Background: an optimization exercise with open tools, aiming at small area. Do not read the settings as production practice. The RTL was checked by simulation tests, not by an equivalence proof against the original design. Power and IR drop assume default switching activity.

== v13 ==
// rifl_link
module rifl_link #
(
    parameter int GT_WIDTH = 64,
    parameter int USER_WIDTH = 64,
    parameter int FRAME_WIDTH = 64,
    parameter int FRAME_ID_WIDTH = 6,
    parameter int FRAME_FREQ = 161
)
(
    input logic clk,
    input logic rst,
    input logic [GT_WIDTH-1:0] gt_rx_data,
    output logic [GT_WIDTH-1:0] gt_tx_data,
    input logic [USER_WIDTH-1:0] s_axis_tdata,
    input logic [USER_WIDTH/8-1:0] s_axis_tkeep,
    input logic s_axis_tlast,
    input logic s_axis_tvalid,
    output logic s_axis_tready,
    output logic [USER_WIDTH-1:0] m_axis_tdata,
    output logic [USER_WIDTH/8-1:0] m_axis_tkeep,
    output logic m_axis_tlast,
    output logic m_axis_tvalid,
    input logic m_axis_tready,
    input logic compensate,
    output logic tx_state_init,
    output logic tx_state_send_pause,
    output logic tx_state_pause,
    output logic tx_state_send_retrans,
    output logic tx_state_retrans,
    output logic tx_state_normal,
    output logic rx_up,
    output logic rx_aligned,
    output logic rx_error,
    output logic rx_pause_request,
    output logic rx_retrans_request,
    output logic local_fc,
    output logic remote_fc
);
Size in the first run: about 19000 cells after synthesis, about 290 I/O pins, about 0.39 mm² of cells after synthesis.
==> flow/config.mk <==
export PLATFORM = sky130hd
export DESIGN_NAME = rifl_link
export DESIGN_NICKNAME = rifl_link
export VERILOG_FILES = /design/flow/design.v
export SDC_FILE = /design/flow/constraint.sdc
export NUM_CORES = 8
export LEC_CHECK = 0
export CAP_MARGIN = 40
export CORE_MARGIN = 2
export CORE_UTILIZATION = 35
export SETUP_SLACK_MARGIN = 0.2
export SLEW_MARGIN = 40
export SYNTH_MEMORY_MAX_BITS = 16384
==> flow/constraint.sdc <==
create_clock -name core_clock -period 8.0 [get_ports {clk}]
set_input_delay 1.6000 -clock core_clock [delete_from_list [all_inputs] [get_ports {clk}]]
set_output_delay 1.6000 -clock core_clock [all_outputs]
set_load 0.01 [all_outputs]
standard.sh (not shown) runs the stock make flow with config.mk's settings and CLKGATE_MAP_FILE= SYNTH_SCRIPT=/design/flow/synth_recipe.tcl, a recipe that flattens the netlist after the stock synthesis.
==> flow/flow/run.sh <==
#!/bin/bash
# Layout flow: the standard layout (standard.sh) with three changes.
#  1. Synthesis maps the logic with an area-oriented ABC script
#     (flow/abc_area.script) in place of ORFS's delay-oriented one; everything
#     else in synth_recipe.tcl is unchanged, so the registers are the same.
#  2. Clock tree synthesis clusters up to 24 sinks within 80 um per leaf
#     buffer and inserts no dummy loads.
#  3. After global routing, antennas are repaired once more with a margin
#     (flow/grt_antenna.tcl), so that detailed routing leaves fewer of them,
#     and the repair after detailed routing may take up to 8 rounds.
# make's output, with every tool's log, goes to flow_make.log; ORFS keeps each
# step's log under orfs/logs/.
set -euo pipefail
W=$(pwd)
cat > "$W/flow_synth.tcl" <<EOT
proc abc {args} {
  set i [lsearch -exact \$args -script]
  if {\$i >= 0} { lset args [expr {\$i + 1}] {$W/flow/abc_area.script} }
  yosys abc {*}\$args
}
source {$W/synth_recipe.tcl}
EOT
sed "s#SYNTH_SCRIPT=[^ ]*#SYNTH_SCRIPT=$W/flow_synth.tcl#" standard.sh > flow_standard.sh
grep -q "SYNTH_SCRIPT=$W/flow_synth.tcl" flow_standard.sh
export CTS_ARGS="-sink_clustering_enable -repair_clock_nets -sink_clustering_size 24 -sink_clustering_max_diameter 80 -dont_use_dummy_load"
export POST_GLOBAL_ROUTE_TCL="$W/flow/grt_antenna.tcl"
export MAX_REPAIR_ANTENNAS_ITER_DRT=8
bash flow_standard.sh > flow_make.log 2>&1
==> flow/flow/abc_area.script <==
&get -n
&st
&dc2
&dch
&nf -R 1000
&put
==> flow/flow/grt_antenna.tcl <==
repair_antennas -ratio_margin 60 -iterations 5
check_placement -verbose
v13 went all the way through the flow, and no timing, DRC or antenna check failed.
diff inputs: v13 => v46
- a change of SLEW_MARGIN from 40 to 20
- a change of CAP_MARGIN from 40 to 20
diff --git a/flow/flow/run.sh b/flow/flow/run.sh
--- a/flow/flow/run.sh
+++ b/flow/flow/run.sh
@@ -8,4 +8,3 @@
 #  3. After global routing, antennas are repaired once more with a margin
-#     (flow/grt_antenna.tcl), so that detailed routing leaves fewer of them,
-#     and the repair after detailed routing may take up to 8 rounds.
+#     (flow/grt_antenna.tcl), so that detailed routing leaves fewer of them.
 # make's output, with every tool's log, goes to flow_make.log; ORFS keeps each
@@ -26,3 +25,2 @@
 export POST_GLOBAL_ROUTE_TCL="$W/flow/grt_antenna.tcl"
-export MAX_REPAIR_ANTENNAS_ITER_DRT=8
 bash flow_standard.sh > flow_make.log 2>&1
==> flow/flow/grt_antenna.tcl <==
repair_antennas -ratio_margin 40 -iterations 5
check_placement -verbose
## What came out
- Area of the core region: v46 vs v13, no meaningful difference
- Status: net switching fraction of the power parity (v46, v13)
- Final worst setup slack: higher on v13
- The peak supply drop in v46 sits 1.5% above the value recorded for v13.
- Re share of the final layout cell area in sequential cells: v46 and v13 aren't equal, and the lower value belongs to v13.
- No crash in v46: every stage finished, but the layout fails its final checks due to antenna rules, capacitance limit, slew limit.
- Design area: v46 < v13
- Compared with v13, v46 shows final routed wire length divided by cell count that has gone up by a few percent.
[inputs] v37 vs v46
- CAP_MARGIN: 20 -> 40
- SLEW_MARGIN: 20 -> 40
- CORE_UTILIZATION: 35 -> 40
diff --git a/flow/flow/run.sh b/flow/flow/run.sh
--- a/flow/flow/run.sh
+++ b/flow/flow/run.sh
@@ -8,3 +8,4 @@
 #  3. After global routing, antennas are repaired once more with a margin
-#     (flow/grt_antenna.tcl), so that detailed routing leaves fewer of them.
+#     (flow/grt_antenna.tcl), so that detailed routing leaves fewer of them,
+#     and the repair after detailed routing may take up to 8 rounds.
 # make's output, with every tool's log, goes to flow_make.log; ORFS keeps each
@@ -25,2 +26,3 @@
 export POST_GLOBAL_ROUTE_TCL="$W/flow/grt_antenna.tcl"
+export MAX_REPAIR_ANTENNAS_ITER_DRT=8
 bash flow_standard.sh > flow_make.log 2>&1
==> flow/flow/grt_antenna.tcl <==
repair_antennas -ratio_margin 50 -iterations 5
check_placement -verbose
Notes after the runs:
v46 completed end to end; final checks failed (antenna rules, capacitance limit, slew limit).
v37 completed end to end with timing, DRC and antenna clean.
What v46 reported for core region area has to be multiplied by 0.875 to get the figure for v37.
v37 reports a lower number of placed instances with taps included than v46 does.
v37 vs. v46: number of CTS-inserted buffers increased by 14 relative to the old numbers; total non-filler cell area in the finished layout closely matched the old numbers.
v37 vs. v46: internal power of the cells saw little to no change; area growth from synthesis to layout stayed essentially flat.
v37 against v46: met2 routed wirelength now larger; final cell count now smaller; time the final worst path needs with I/O delays and setup now larger.
Relative to v37, the following input files were edited for v54:
- swapping 40 for 30 in CORE_UTILIZATION
- swapping 40 for 20 in SLEW_MARGIN
- swapping 40 for 20 in CAP_MARGIN
diff --git a/flow/flow/run.sh b/flow/flow/run.sh
--- a/flow/flow/run.sh
+++ b/flow/flow/run.sh
@@ -5,7 +5,6 @@
 #     else in synth_recipe.tcl is unchanged, so the registers are the same.
-#  2. Clock tree synthesis clusters up to 24 sinks within 80 um per leaf
+#  2. Clock tree synthesis clusters up to 22 sinks within 80 um per leaf
 #     buffer and inserts no dummy loads.
 #  3. After global routing, antennas are repaired once more with a margin
-#     (flow/grt_antenna.tcl), so that detailed routing leaves fewer of them,
-#     and the repair after detailed routing may take up to 8 rounds.
+#     (flow/grt_antenna.tcl), so that detailed routing leaves fewer of them.
 # make's output, with every tool's log, goes to flow_make.log; ORFS keeps each
@@ -24,5 +23,4 @@
 grep -q "SYNTH_SCRIPT=$W/flow_synth.tcl" flow_standard.sh
-export CTS_ARGS="-sink_clustering_enable -repair_clock_nets -sink_clustering_size 24 -sink_clustering_max_diameter 80 -dont_use_dummy_load"
+export CTS_ARGS="-sink_clustering_enable -repair_clock_nets -sink_clustering_size 22 -sink_clustering_max_diameter 80 -dont_use_dummy_load"
 export POST_GLOBAL_ROUTE_TCL="$W/flow/grt_antenna.tcl"
-export MAX_REPAIR_ANTENNAS_ITER_DRT=8
 bash flow_standard.sh > flow_make.log 2>&1
==> flow/flow/grt_antenna.tcl <==
repair_antennas -ratio_margin 40 -iterations 5
check_placement -verbose
--- outcome ---
- Every run in v37 and v54 closed cleanly, with the single exception of v54.
- Status v54: flow complete, layout not clean - capacitance limit, slew limit
- Comparing v37 with v54, the total number of vias came out essentially unchanged.
- Compared with v37, v54 shows clock power higher by about 3%.
- On layout cell share with drive strength beyond 1: v54 sits below v37.
- Taking v37 as the reference, in v54 post-layout instance count excluding filler cells went up 4188; max-slew headroom at the worst pin lower.

==> what the ideal ports hide <==
Ports are ideal in the flow. The routed layouts listed here were re-timed in OpenROAD. Step 1 assumes that a clkbuf_16 drives the clock port and a buf_2 every other input. Step 2 moves the port delays by t, midway between the first and last clock arrival at a register: inputs arrive t later, outputs are due t later. That takes back most of the time a late clock gives input paths. Three values: ideal, step 1, step 2; two values: the first two.
run	t (ns)	setup WS [ns]	worst data-port slew with drivers (ns)
v13	1.196	0.805 / 0.805 / 0.805	0.22
v46	1.185	0.756 / 0.756 / 0.756	0.23
v37	1.229	0.693 / 0.693 / 0.693	0.21
v54	1.173	0.520 / 0.520 / 0.520	0.18
